Background: an optimization exercise with open tools, aiming at a short achievable clock period and few clock cycles per item. Do not read the settings as production practice.
Function was checked by simulation only, so behaviour that the tests miss may differ from the original.
Power figures rest on the tool's default switching activity, not on a simulated workload.

==> flow/design.v <==
module processor_arm
    #(parameter N = 64) (
    input  logic         CLOCK_50, reset,
    output logic [N-1:0] IM_addr,
    input  logic [31:0]  IM_readData,
    output logic [N-1:0] DM_writeData, DM_addr,
    output logic         DM_writeEnable, DM_readEnable,
    input  logic [N-1:0] DM_readData
);
    logic clk;
    assign clk = CLOCK_50;
    logic [9:0]  pc;             
    logic [31:0] ir_d;
    logic [9:0]  pc_d;
    logic        v_d;
    logic        pred_d;         
    logic [4:0]  r2_d;           
    logic [30:0] oh1, oh2;       
    logic [63:0] a_e, b_e, s_e;
    logic        sub_e, and_e, or_e, ekz_e;    
    logic [4:0]  rd_e;
    logic        we_e, ld_e, st_e;
    logic [63:0] res_m, sd_m;
    logic [4:0]  rd_m;
    logic        we_m, ld_m;
    logic [63:0] dma_q;
    logic        dre_q, dwe_q;
    logic [9:0]  ima_q;
    logic [63:0] regs [0:30];
    logic [30:0] zbit;
    logic        wl_v, wl_z;
    logic [4:0]  wl_r;
    logic [10:0] op;
    assign op = ir_d[31:21];
    logic is_ldur, is_stur, is_cbz, is_add, is_sub, is_and, is_orr;
    logic is_addi, is_subi, is_andi, is_orri, is_movz, is_r, is_i;
    logic [11:0] dec_d, dec_f;
    logic [10:0] fop;
    assign fop = IM_readData[31:21];
    assign dec_f = {(fop == 11'b111_1100_0010),
                    (fop == 11'b111_1100_0000),
                    (fop[10:3] == 8'b1011_0100),
                    (fop == 11'b100_0101_1000),
                    (fop == 11'b110_0101_1000),
                    (fop == 11'b100_0101_0000),
                    (fop == 11'b101_0101_0000),
                    (fop[10:1] == 10'b100_1000_100),
                    (fop[10:1] == 10'b110_1000_100),
                    (fop[10:1] == 10'b100_1001_000),
                    (fop[10:1] == 10'b101_1001_000),
                    (fop[10:2] == 9'b110_1001_01)};
    assign {is_ldur, is_stur, is_cbz, is_add, is_sub, is_and, is_orr,
            is_addi, is_subi, is_andi, is_orri, is_movz} = dec_d;
    assign is_r    = is_add | is_sub | is_and | is_orr;
    assign is_i    = is_addi | is_subi | is_andi | is_orri;
    logic [4:0] rn, r2, rt;
    assign rn = ir_d[9:5];
    assign rt = ir_d[4:0];
    assign r2 = r2_d;
    logic uses1, uses2, writes;
    assign uses1  = is_r | is_i | is_ldur | is_stur;
    assign uses2  = is_r | is_stur | is_cbz;
    assign writes = (is_r | is_i | is_movz | is_ldur) & (rt != 5'd31);
    logic [63:0] sum_e, suma_e, and_v, or_v, alu_e;
    logic        z_e, sub_d;
    ks_add64 ADD(.a(a_e), .b(b_e), .inv1(sub_e), .inv2(sub_e ^ sub_d), .s1(sum_e), .s2(suma_e));
    assign and_v = a_e & b_e;
    assign or_v  = a_e | b_e;
    assign alu_e = and_e ? and_v : or_e ? or_v : sum_e;
    logic zs_and, zs_or, zs_sub;
    zdet64 ZDET(.a(a_e), .b(b_e), .and_op(zs_and), .or_op(zs_or), .sub_op(zs_sub), .z(z_e));
    logic [63:0] rf1, rf2, mval;
    logic [1983:0] regs_flat;
    always_comb
        for (int i = 0; i < 31; i++)
            regs_flat[i*64 +: 64] = regs[i];
    rfread RF1(.oh(oh1), .regs(regs_flat), .y(rf1));
    rfread RF2(.oh(oh2), .regs(regs_flat), .y(rf2));
    logic e1, e2, m1, m2;
    assign e1 = we_e & (rd_e == rn);
    assign e2 = we_e & (rd_e == r2);
    assign m1 = we_m & (rd_m == rn);
    assign m2 = we_m & (rd_m == r2);
    assign mval = ld_m ? DM_readData : res_m;
    logic        e1m, e2r, sum_sel;
    logic [63:0] a_oth, b_oth, s_oth, a_next, b_next, s_next;
    assign sum_sel = ~and_e & ~or_e;
    assign e1m   = e1 & ~is_movz;
    assign e2r   = e2 & is_r;
    assign a_oth = (is_movz ? 64'd0 : m1 ? mval : rf1) ^ {64{sub_d}};
    assign s_oth = m2 ? mval : rf2;
    assign b_oth = is_r ? s_oth : bimm;
    fwd4 FA(.x_sum(suma_e), .x_and(and_v ^ {64{sub_d}}), .x_or(or_v ^ {64{sub_d}}), .x_oth(a_oth),
            .s_sum(e1m & sum_sel), .s_and(e1m & and_e), .s_or(e1m & or_e), .s_oth(~e1m), .y(a_next));
    fwd4 FB(.x_sum(sum_e), .x_and(and_v), .x_or(or_v), .x_oth(b_oth),
            .s_sum(e2r & sum_sel), .s_and(e2r & and_e), .s_or(e2r & or_e), .s_oth(~e2r), .y(b_next));
    fwd4 FS(.x_sum(sum_e), .x_and(and_v), .x_or(or_v), .x_oth(s_oth),
            .s_sum(e2 & sum_sel), .s_and(e2 & and_e), .s_or(e2 & or_e), .s_oth(~e2), .y(s_next));
    logic stall;
    assign stall = v_d & ( (uses1 & e1 & ld_e) | (uses2 & e2 & ld_e) |
                           (is_cbz & ~e2 & m2 & ld_m) );
    logic zc, taken, redirect_d;
    logic w2;
    assign w2    = wl_v & (wl_r == r2);
    assign zc    = w2 ? wl_z : |(oh2 & zbit) | (r2 == 5'd31);
    logic cbz_ok;
    assign cbz_ok     = v_d & is_cbz & ~stall;
    logic rd_ne, rd_e1, rd_e0;
    assign rd_ne      = cbz_ok & ~e2 & (zc ^ pred_d);
    assign rd_e1      = cbz_ok & e2 & ~pred_d;    
    assign rd_e0      = cbz_ok & e2 & pred_d;     
    assign redirect_d = rd_ne | (z_e ? rd_e1 : rd_e0);
    logic [9:0] target, fix_pc;
    assign target = pc_d + ir_d[14:5];
    logic [9:0] pc_d1, pc1;
    always_comb
        for (int i = 0; i < 10; i++) begin
            pc_d1[i] = pc_d[i] ^ (&(pc_d | ~((10'd1 << i) - 10'd1)));
            pc1[i]   = pc[i]   ^ (&(pc   | ~((10'd1 << i) - 10'd1)));
        end
    assign fix_pc = pred_d ? pc_d1 : target;
    logic [31:0] fi;
    logic [4:0]  frt;
    logic        f_cbz, fd, fe, fm, dkz, dknz, fz, pred_f;
    assign fi    = IM_readData;
    assign frt   = fi[4:0];
    assign f_cbz = (fi[31:24] == 8'b1011_0100);
    assign fd    = v_d & writes & (rt == frt);
    assign fe    = we_e & (rd_e == frt);
    assign fm    = we_m & (rd_m == frt);
    assign dkz   = (is_sub & (rn == ir_d[20:16])) |
                   (is_andi & (ir_d[21:10] == 12'd0)) |
                   (is_and & ((rn == 5'd31) | (ir_d[20:16] == 5'd31))) |
                   (is_movz & (ir_d[20:5] == 16'd0));
    assign dknz  = (is_movz & (ir_d[20:5] != 16'd0)) |
                   (is_orri & (ir_d[21:10] != 12'd0));
    logic [31:0] zvo;
    assign zvo = {1'b1, zbit};
    fpred FP(.frt(frt), .zvo(zvo), .d_en(v_d & writes), .d_rd(rt), .dkz(dkz),
             .e_en(we_e), .e_rd(rd_e), .ze(ekz_e), .fz(fz));
    assign pred_f = f_cbz & fz;
    logic [9:0] target_f;
    ks_add10 TADD(.a(pc), .b(fi[14:5]), .s(target_f));
    logic [4:0]  f_r2;
    logic [30:0] f_oh1, f_oh2;
    assign f_r2 = fi[28] ? fi[4:0] : fi[20:16];
    always_comb
        for (int i = 0; i < 31; i++) begin
            f_oh1[i] = (fi[9:5] == i);
            f_oh2[i] = (f_r2 == i);
        end
    logic [63:0] bimm;
    always_comb begin
        if (is_ldur | is_stur)  bimm = {{55{ir_d[20]}}, ir_d[20:12]};
        else if (is_movz)       bimm = {48'd0, ir_d[20:5]} << {ir_d[22:21], 4'd0};
        else                    bimm = {52'd0, ir_d[21:10]};
    end
    logic        go;
    assign sub_d = is_sub | is_subi;
    assign go    = v_d & ~stall;
    logic [9:0] pc_base, pc_next, ima_next;
    logic sf, st, sb, sfr, str_, sbr;
    assign pc_base = stall ? pc : pc1;
    pcsel3 PS(.z(z_e), .rd_ne(rd_ne), .rd_e1(rd_e1), .rd_e0(rd_e0), .fz(fz),
              .t(f_cbz & ~stall), .reset(reset),
              .sf(sf), .st(st), .sb(sb), .sfr(sfr), .str_(str_), .sbr(sbr));
    ao3 A1(.s0(sf), .x0(fix_pc), .s1(st), .x1(target_f), .s2(sb), .x2(pc_base), .y(pc_next));
    ao3 A2(.s0(sfr), .x0(fix_pc), .s1(str_), .x1(target_f), .s2(sbr), .x2(pc_base), .y(ima_next));
    always_ff @(posedge clk, posedge reset) begin
        if (reset) wl_v <= 1'b0;
        else       wl_v <= we_m & ld_m & ~(we_e & ~ld_e & (rd_e == rd_m));
    end
    always_ff @(posedge clk, posedge reset) begin
        if (reset) begin
            pc  <= 10'd0;
            v_d <= 1'b0;
        end else begin
            pc <= pc_next;
            if (~stall)      v_d <= ~redirect_d;
        end
    end
    always_ff @(posedge clk) begin
        if (~stall) begin
            ir_d   <= IM_readData;
            pc_d   <= pc;
            pred_d <= pred_f;
            dec_d  <= dec_f;
            r2_d   <= f_r2;
            oh1    <= f_oh1;
            oh2    <= f_oh2;
        end
    end
    always_ff @(posedge clk, posedge reset) begin
        if (reset) begin
            we_e <= 1'b0;
            zs_and <= 1'b0;
            zs_or  <= 1'b0;
            zs_sub <= 1'b0;
            ld_e <= 1'b0;
            st_e <= 1'b0;
            we_m <= 1'b0;
            res_m <= 64'd0;      
            dre_q <= 1'b0;
            dwe_q <= 1'b0;
        end else begin
            we_e <= go & writes;
            zs_and <= is_and | is_andi;
            zs_or  <= is_orr | is_orri;
            zs_sub <= sub_d;
            ld_e <= go & is_ldur;
            st_e <= go & is_stur;
            we_m <= we_e;
            res_m <= alu_e;
            dre_q <= ld_e;
            dwe_q <= st_e;
        end
    end
    always_ff @(posedge clk) begin
        a_e   <= a_next;
        b_e   <= b_next;
        sub_e <= sub_d;
        ekz_e <= dkz;
        and_e <= is_and | is_andi;
        or_e  <= is_orr | is_orri;
        s_e   <= s_next;
        rd_e  <= rt;
        ld_m  <= ld_e;
        dma_q <= alu_e;
        ima_q <= ima_next;
        sd_m  <= s_e;
        rd_m  <= rd_e;
    end
    always_ff @(posedge clk) begin
        if (we_m) regs[rd_m] <= mval;
        wl_r <= rd_m;
        wl_z <= ~|DM_readData;
        if (wl_v) zbit[wl_r] <= wl_z;
        if (we_e & ~ld_e) zbit[rd_e] <= z_e;
    end
    assign IM_addr        = {52'd0, ima_q, 2'b00};
    assign DM_addr        = dma_q;
    assign DM_writeData   = sd_m;
    assign DM_writeEnable = dwe_q;
    assign DM_readEnable  = dre_q;
endmodule
module ks_add64 (
    input  logic [63:0] a, b,
    input  logic        inv1, inv2,
    output logic [63:0] s1, s2
);
    logic [63:0]    p0, g0, c;
    logic [447:0]   G, P;
    assign p0 = a ^ b;
    assign g0 = a & b;
    assign G[63:0] = g0;
    assign P[63:0] = p0;
    genvar l, i;
    generate
        for (l = 1; l < 7; l = l + 1) begin : lvl
            for (i = 0; i < 64; i = i + 1) begin : bt
                if (i >= (1 << (l - 1))) begin : op
                    assign G[l*64+i] = G[(l-1)*64+i] | (P[(l-1)*64+i] & G[(l-1)*64+i-(1 << (l-1))]);
                    assign P[l*64+i] = P[(l-1)*64+i] & P[(l-1)*64+i-(1 << (l-1))];
                end else begin : pass
                    assign G[l*64+i] = G[(l-1)*64+i];
                    assign P[l*64+i] = P[(l-1)*64+i];
                end
            end
        end
    endgenerate
    assign c  = {G[6*64+62:6*64], 1'b0};
    assign s1 = (p0 ^ {64{inv1}}) ^ c;
    assign s2 = (p0 ^ {64{inv2}}) ^ c;
endmodule
module zdet64 (
    input  logic [63:0] a, b,
    input  logic        and_op, or_op, sub_op,
    output logic        z
);
    logic [63:0] p, o, t;
    assign p = a ^ b;
    assign o = a | b;
    always_comb
        for (int i = 0; i < 64; i++)
            t[i] = and_op ? (a[i] & b[i]) : or_op ? o[i] :
                   sub_op ? ~p[i] : (p[i] ^ ((i == 0) ? 1'b0 : o[i-1]));
    assign z = ~|t;
endmodule
module fwd4 (
    input  logic [63:0] x_sum, x_and, x_or, x_oth,
    input  logic        s_sum, s_and, s_or, s_oth,
    output logic [63:0] y
);
    assign y = ({64{s_sum}} & x_sum) | ({64{s_and}} & x_and) |
               ({64{s_or}} & x_or) | ({64{s_oth}} & x_oth);
endmodule
module rfread (
    input  logic [30:0]   oh,
    input  logic [1983:0] regs,
    output logic [63:0]   y
);
    always_comb begin
        y = 64'd0;
        for (int i = 0; i < 31; i++)
            y = y | ({64{oh[i]}} & regs[i*64 +: 64]);
    end
endmodule
module fpred (
    input  logic [4:0]  frt,
    input  logic [31:0] zvo,
    input  logic        d_en, dkz, e_en, ze,
    input  logic [4:0]  d_rd, e_rd,
    output logic        fz
);
    assign fz = (d_en & (d_rd == frt)) ? dkz :
                (e_en & (e_rd == frt)) ? ze : zvo[frt];
endmodule
module ks_add10 (
    input  logic [9:0] a, b,
    output logic [9:0] s
);
    logic [9:0]  p0, c;
    logic [49:0] G, P;
    assign p0 = a ^ b;
    assign G[9:0] = a & b;
    assign P[9:0] = p0;
    genvar l, i;
    generate
        for (l = 1; l < 5; l = l + 1) begin : lvl
            for (i = 0; i < 10; i = i + 1) begin : bt
                if (i >= (1 << (l - 1))) begin : op
                    assign G[l*10+i] = G[(l-1)*10+i] | (P[(l-1)*10+i] & G[(l-1)*10+i-(1 << (l-1))]);
                    assign P[l*10+i] = P[(l-1)*10+i] & P[(l-1)*10+i-(1 << (l-1))];
                end else begin : pass
                    assign G[l*10+i] = G[(l-1)*10+i];
                    assign P[l*10+i] = P[(l-1)*10+i];
                end
            end
        end
    endgenerate
    assign c = {G[4*10+8:4*10], 1'b0};
    assign s = p0 ^ c;
endmodule
module pcsel3 (
    input  logic z, rd_ne, rd_e1, rd_e0, fz, t, reset,
    output logic sf, st, sb, sfr, str_, sbr
);
    logic red, tk;
    assign red  = rd_ne | (z ? rd_e1 : rd_e0);
    assign tk   = fz & t;
    assign sf   = red;
    assign st   = ~red & tk;
    assign sb   = ~red & ~tk;
    assign sfr  = red & ~reset;
    assign str_ = ~red & tk & ~reset;
    assign sbr  = ~red & ~tk & ~reset;
endmodule
module ao3 (
    input  logic       s0, s1, s2,
    input  logic [9:0] x0, x1, x2,
    output logic [9:0] y
);
    assign y = ({10{s0}} & x0) | ({10{s1}} & x1) | ({10{s2}} & x2);
endmodule
==> flow/flow/run.sh <==
#!/bin/bash
# Standard layout (the standard.sh, standard synthesis unchanged), with the
# timing repair asked to aim well below the clock period, and the port buffers
# made plain buffers (the default picks a delay cell, which the footprint-
# matching repair then cannot swap for a faster buffer).
set -euo pipefail
bash standard.sh SETUP_SLACK_MARGIN=7 "BUFFER_PORTS_ARGS=-buffer_cell sky130_fd_sc_hd__buf_6" finish > flow_make.log 2>&1
==> flow/standard.sh <==
#!/bin/bash
# synth_recipe.tcl (not shown) runs the flow's synth.tcl, then flattens the netlist and writes it again
# the make line also repeats each setting of config.mk as NAME=value (left out here)
make -C /OpenROAD-flow-scripts/flow DESIGN_CONFIG=/design/flow/config.mk WORK_HOME=/design/flow/orfs CLKGATE_MAP_FILE= SYNTH_SCRIPT=/design/flow/synth_recipe.tcl "${@:-finish}"
==> flow/config.mk <==
export PLATFORM = sky130hd
export DESIGN_NAME = processor_arm
export DESIGN_NICKNAME = processor_arm
export VERILOG_FILES = /design/flow/design.v
export SDC_FILE = /design/flow/constraint.sdc
export NUM_CORES = 4
export LEC_CHECK = 0
export CAP_MARGIN = 30
export CORE_MARGIN = 2
export CORE_UTILIZATION = 35
export PLACE_DENSITY = 0.45
export SLEW_MARGIN = 50
export SYNTH_HIERARCHICAL = 1
export SYNTH_MINIMUM_KEEP_SIZE = 0
==> flow/constraint.sdc <==
create_clock -name core_clock -period 10.0 [get_ports {CLOCK_50}]
set_input_delay 2.0000 -clock core_clock [delete_from_list [all_inputs] [get_ports {CLOCK_50}]]
set_output_delay 2.0000 -clock core_clock [all_outputs]
set_load 0.01 [all_outputs]
==> results.toml <==
[cells_and_area]
drive_gt1_frac = 0.3007
design_area_mm2 = 0.1533
finalNetCount = 10568
fillers = 31509
final_util = 0.4387
area_delta_synth_final_pct = 24.80

[timing]
timing.hold.ws_ps = 295.1
setup_viol = 0
slew_headroom = 0.3873
hold_viol_final = 0
final_max_slew_viol_count = 0
fin_crit_sh = 0.3615
rsz0062_at_grt = "yes"
clock.fmax_mhz = 276.6
finalCriticalPeriod_ps = 3615
worstMarginPinSlew_ps = 901.2
fin_skew_ps = 67.98
setup_tns_ps = 0

[setup_path]
start_kind = "flip-flop"
path_max_fanout = 6
reg2regPathDepth = 13
rrSetupSlack_ps = 6380
cp.arrival_ps = 4450
end_kind = "flip-flop"
r2r_start = "b_e[26]"
worstSetupPathType = "reg -> reg"
reg2reg_to = "ima_q[6]"
crit_required_ps = 10830

[status]
status = "timing/DRC/antenna clean"

[cts]
insertion_delay_ps = 960
cts-root-buf = "clkbuf_16"
cts_made_buffers = 297
tritoncts = "built"
cts_buffer_depth = 4
cts_sinks = 2564
htreeDepth = 5
clk_pin_slew_ps = 60
hold_buffers = 0

[logic_synthesis]
synthFlopType = "edfxtp_1"
synth_top_area_share = 0.5126
syn-cell-area_mm2 = 0.1228
syn_inst = 9755
yosysTopAreaCell = "edfxtp_1"
async_flop_share = 0.03315
ys_ff_latch = 2564
ys_warn_count = 9
synthTopCellsByArea = "edfxtp_1 51%, a22oi_1 12%, dfxtp_1 6.2%, ha_1 2.3%, xnor2_1 2.1%"
synth_seq_area_share = 0.5922
synth.avg_cell_area_um2 = 12.59
synthDistinctLibCells = 113
synth_edf_count = 2097

[global_route]
grt_pass1_wl_um = 819800
grt_max_degree = 72
antenna_found_initial = 21
grtUsageTotal = 0.3327
grt_pass1_vias = 94898
grt_overflow = 0

[power_and_ir_drop]
p_leak_nw = 52.90
p_total_mw = 28.53
power.density_mw_per_mm2 = 186.1
ir_worst_vdd_v = 0.0001258

[hold_path]
hold_path.class = "reg -> reg"
hold_path_end = "sd_m[51]"
hold_path_depth = 0
hp-start = "s_e[51]"

[placement]
hpwl_um = 370700
dpl-instance-area_mm2 = 0.1316
portBuffers = 237
place.gp.congestion = 0.9906

[die]
initial_core_util = 0.3515
rows = 217
coreArea_mm2 = 0.3494
pin_count = 292
die_w_um = 596.4
die_h_um = 596.4
die_area_mm2 = 0.3557

[drt]
via_per_inst = 6.639
ant_nets = 0
first_pass_iters = 8
num_vias = 100143
wl_um = 619300
wl_per_cell_um = 41.06
drc = 0
drtIter0Drc = 14867

[run]
drv_cap = 0
-- per-module statistics from Yosys (local to each module, per instance) --
module	cell area [um2]	times used	flops+latches	cells inside
rfread	10900	2	0	1497
pcsel3	80.08	1	0	10
fpred	478.0	1	0	46
ks_add64	5931	1	0	818
ao3	165.2	2	0	23
zdet64	4049	1	0	574
ks_add10	437.9	1	0	52
processor_arm	84880	1	2564	4555
fwd4	1622	3	0	220
-- registers in the layout (all words and copies together), names as in the netlist, 5 cells and up --
register / count
rd_e: 5
rd_m: 5
oh1: 31
res_m: 64
regs: 1984
r2_d: 5
zbit: 31
a_e: 64
ir_d: 23
wl_r: 5
dma_q: 64
sd_m: 64
oh2: 31
s_e: 64
pc: 10
b_e: 64
pc_d: 10
ima_q: 10
dec_d: 12
-- where the power goes --
part / switching [mW] / internal [mW]
sequential: 0.319 / 12.4
combinational: 3.19 / 1.75
clock: 4.67 / 6.22
total: 8.18 / 20.4
-- worst max-delay path, cell delays in order, from the launching register on --
cell and delay [ps]:
dfxtp_4 380, inv_1 80, ha_4 280, nor4bb_4 170, a31oi_1 80, o21ai_2 170, a31oi_4 160, nor4_4 610
and4_4 460, mux2_4 370, nor4_4 350, buf_4 200, a222oi_1 80, inv_1 80
-- cells in the final DEF, fill, tap and decap left out, types with 140 or more instances in the layout --
master	count
edfxtp_1	2097
a22oi_1	1824
buf_6	401
nand2_1	350
buf_4	343
clkbuf_16	315
nand4_1	312
nand3_1	251
nor2_1	249
xnor2_1	245
inv_1	201
a21oi_1	194
dfxtp_2	192
a222oi_1	149
xor2_1	142
ha_1	140
-- worst max-delay path by stage --
stage,start,to,cells after the start,slack (ps)
after detailed placement,zs_sub,ima_q[9],10,5260
after global routing,b_e[5],ima_q[3],13,6270
after global placement,zs_sub,ima_q[2],10,4770
after floorplan,rd_m[2],regs[1][0],3,5870
final,b_e[26],ima_q[6],13,6380
after CTS,dma_q[44],DM_addr[44],1,6520
-- synth_stat cells, types with 102 or more instances --
cell / number
a21oi_1: 276
a221oi_2: 124
a222oi_1: 149
a22o_2: 124
a22oi_1: 1892
buf_1: 107
buf_6: 111
clkbuf_1: 430
dfxtp_1: 382
edfxtp_1: 2097
ha_1: 223
inv_1: 281
mux2i_1: 102
nand2_1: 380
nand3_1: 302
nand4_1: 312
nor2_1: 436
o21ai_0: 107
or4_1: 134
xnor2_1: 294
xor2_1: 172
-- per-layer routing --
metal  part of all wire  global-route usage  vias to the layer above  wire [um]
met2               0.45              0.5245                     6806     278100
met3               0.11             0.08575                     1624      67110
li1                   -                   -                    40003          -
met1               0.38              0.4175                    51702     233100
met5           0.000086                   0                        -         53
met4              0.066              0.1806                        8      41040
-- cell type report --
class / instances / area (um2) / share of cell area
repair buffers: 941 / 11260 / 0.07347
repair inverters: 1 / 7.507 / 0.00004897
inverters: 281 / 1079 / 0.007035
flip-flops and latches: 2564 / 73210 / 0.4776
well taps: 4599 / 5754 / 0.03753
clock inverters: 170 / 1529 / 0.009973
diodes: 7 / 17.52 / 0.0001143
clock buffers: 361 / 7945 / 0.05182
multi-input cells: 6159 / 52500 / 0.3424
-- logic make-up after synthesis --
logic type / after synthesis / share of synthesized area
compound gates: 3203 / 0.2047
flops: 2564 / 0.5922
simple gates: 2068 / 0.08822
buf+inv: 1087 / 0.04405
xor+xnor: 488 / 0.03720
fa+ha+maj: 225 / 0.02304
mux: 118 / 0.01054
other cells: 2 / 0.00006114
-- metrics by stage --
| step | setup slack [ps] | cells |
|---|---|---|
| after floorplan | 5871 | 9808 |
| after global placement | 4773 | 14131 |
| after detailed placement | 5259 | 14185 |
| after CTS | 6516 | 14959 |
| after global routing | 6270 | 15078 |
| final | 6385 | 15083 |
-- timing repair --
action / 4_1_cts / 5_1_grt
pin swaps: 318 / 646
resized for setup: 1168 / 727
cloned: 28 / 10
buffers inserted: 215 / 104
endpoints found under the hold margin: 0 / 0
setup endpoints to repair: 784 / 587
Testbench counts, summed over its fixed seeds: cycles 51,357, instrs 48,617.

what the ideal ports hide:
The results above use ideal ports. As a check the final layout listed here was re-extracted and re-timed, cells and wires unchanged. Step 1, drivers: a clkbuf_16 drives CLOCK_50 and a buf_2 each remaining input, both assumed. Step 2 adds t to the input delays and takes it off the output delays; t is the mean of the earliest and latest rising clock arrival at the registers after step 1. Input paths then give back, and output paths get back, about the clock's delay inside the block. Three values: ideal ports, drivers, drivers and shift; two values: the first two.
t (ns): 1.025
slack for setup (ns): 6.385 / 6.385 / 5.606
clock arrival spread, ns: 0.069 / 0.070
worst data-port slew with drivers (ns): 0.13
pins driven straight from the clock port: 1
After both steps this run still meets setup and hold. The setup slack of this run moves by 0.000 ns with the drivers and by -0.779 ns with both steps.
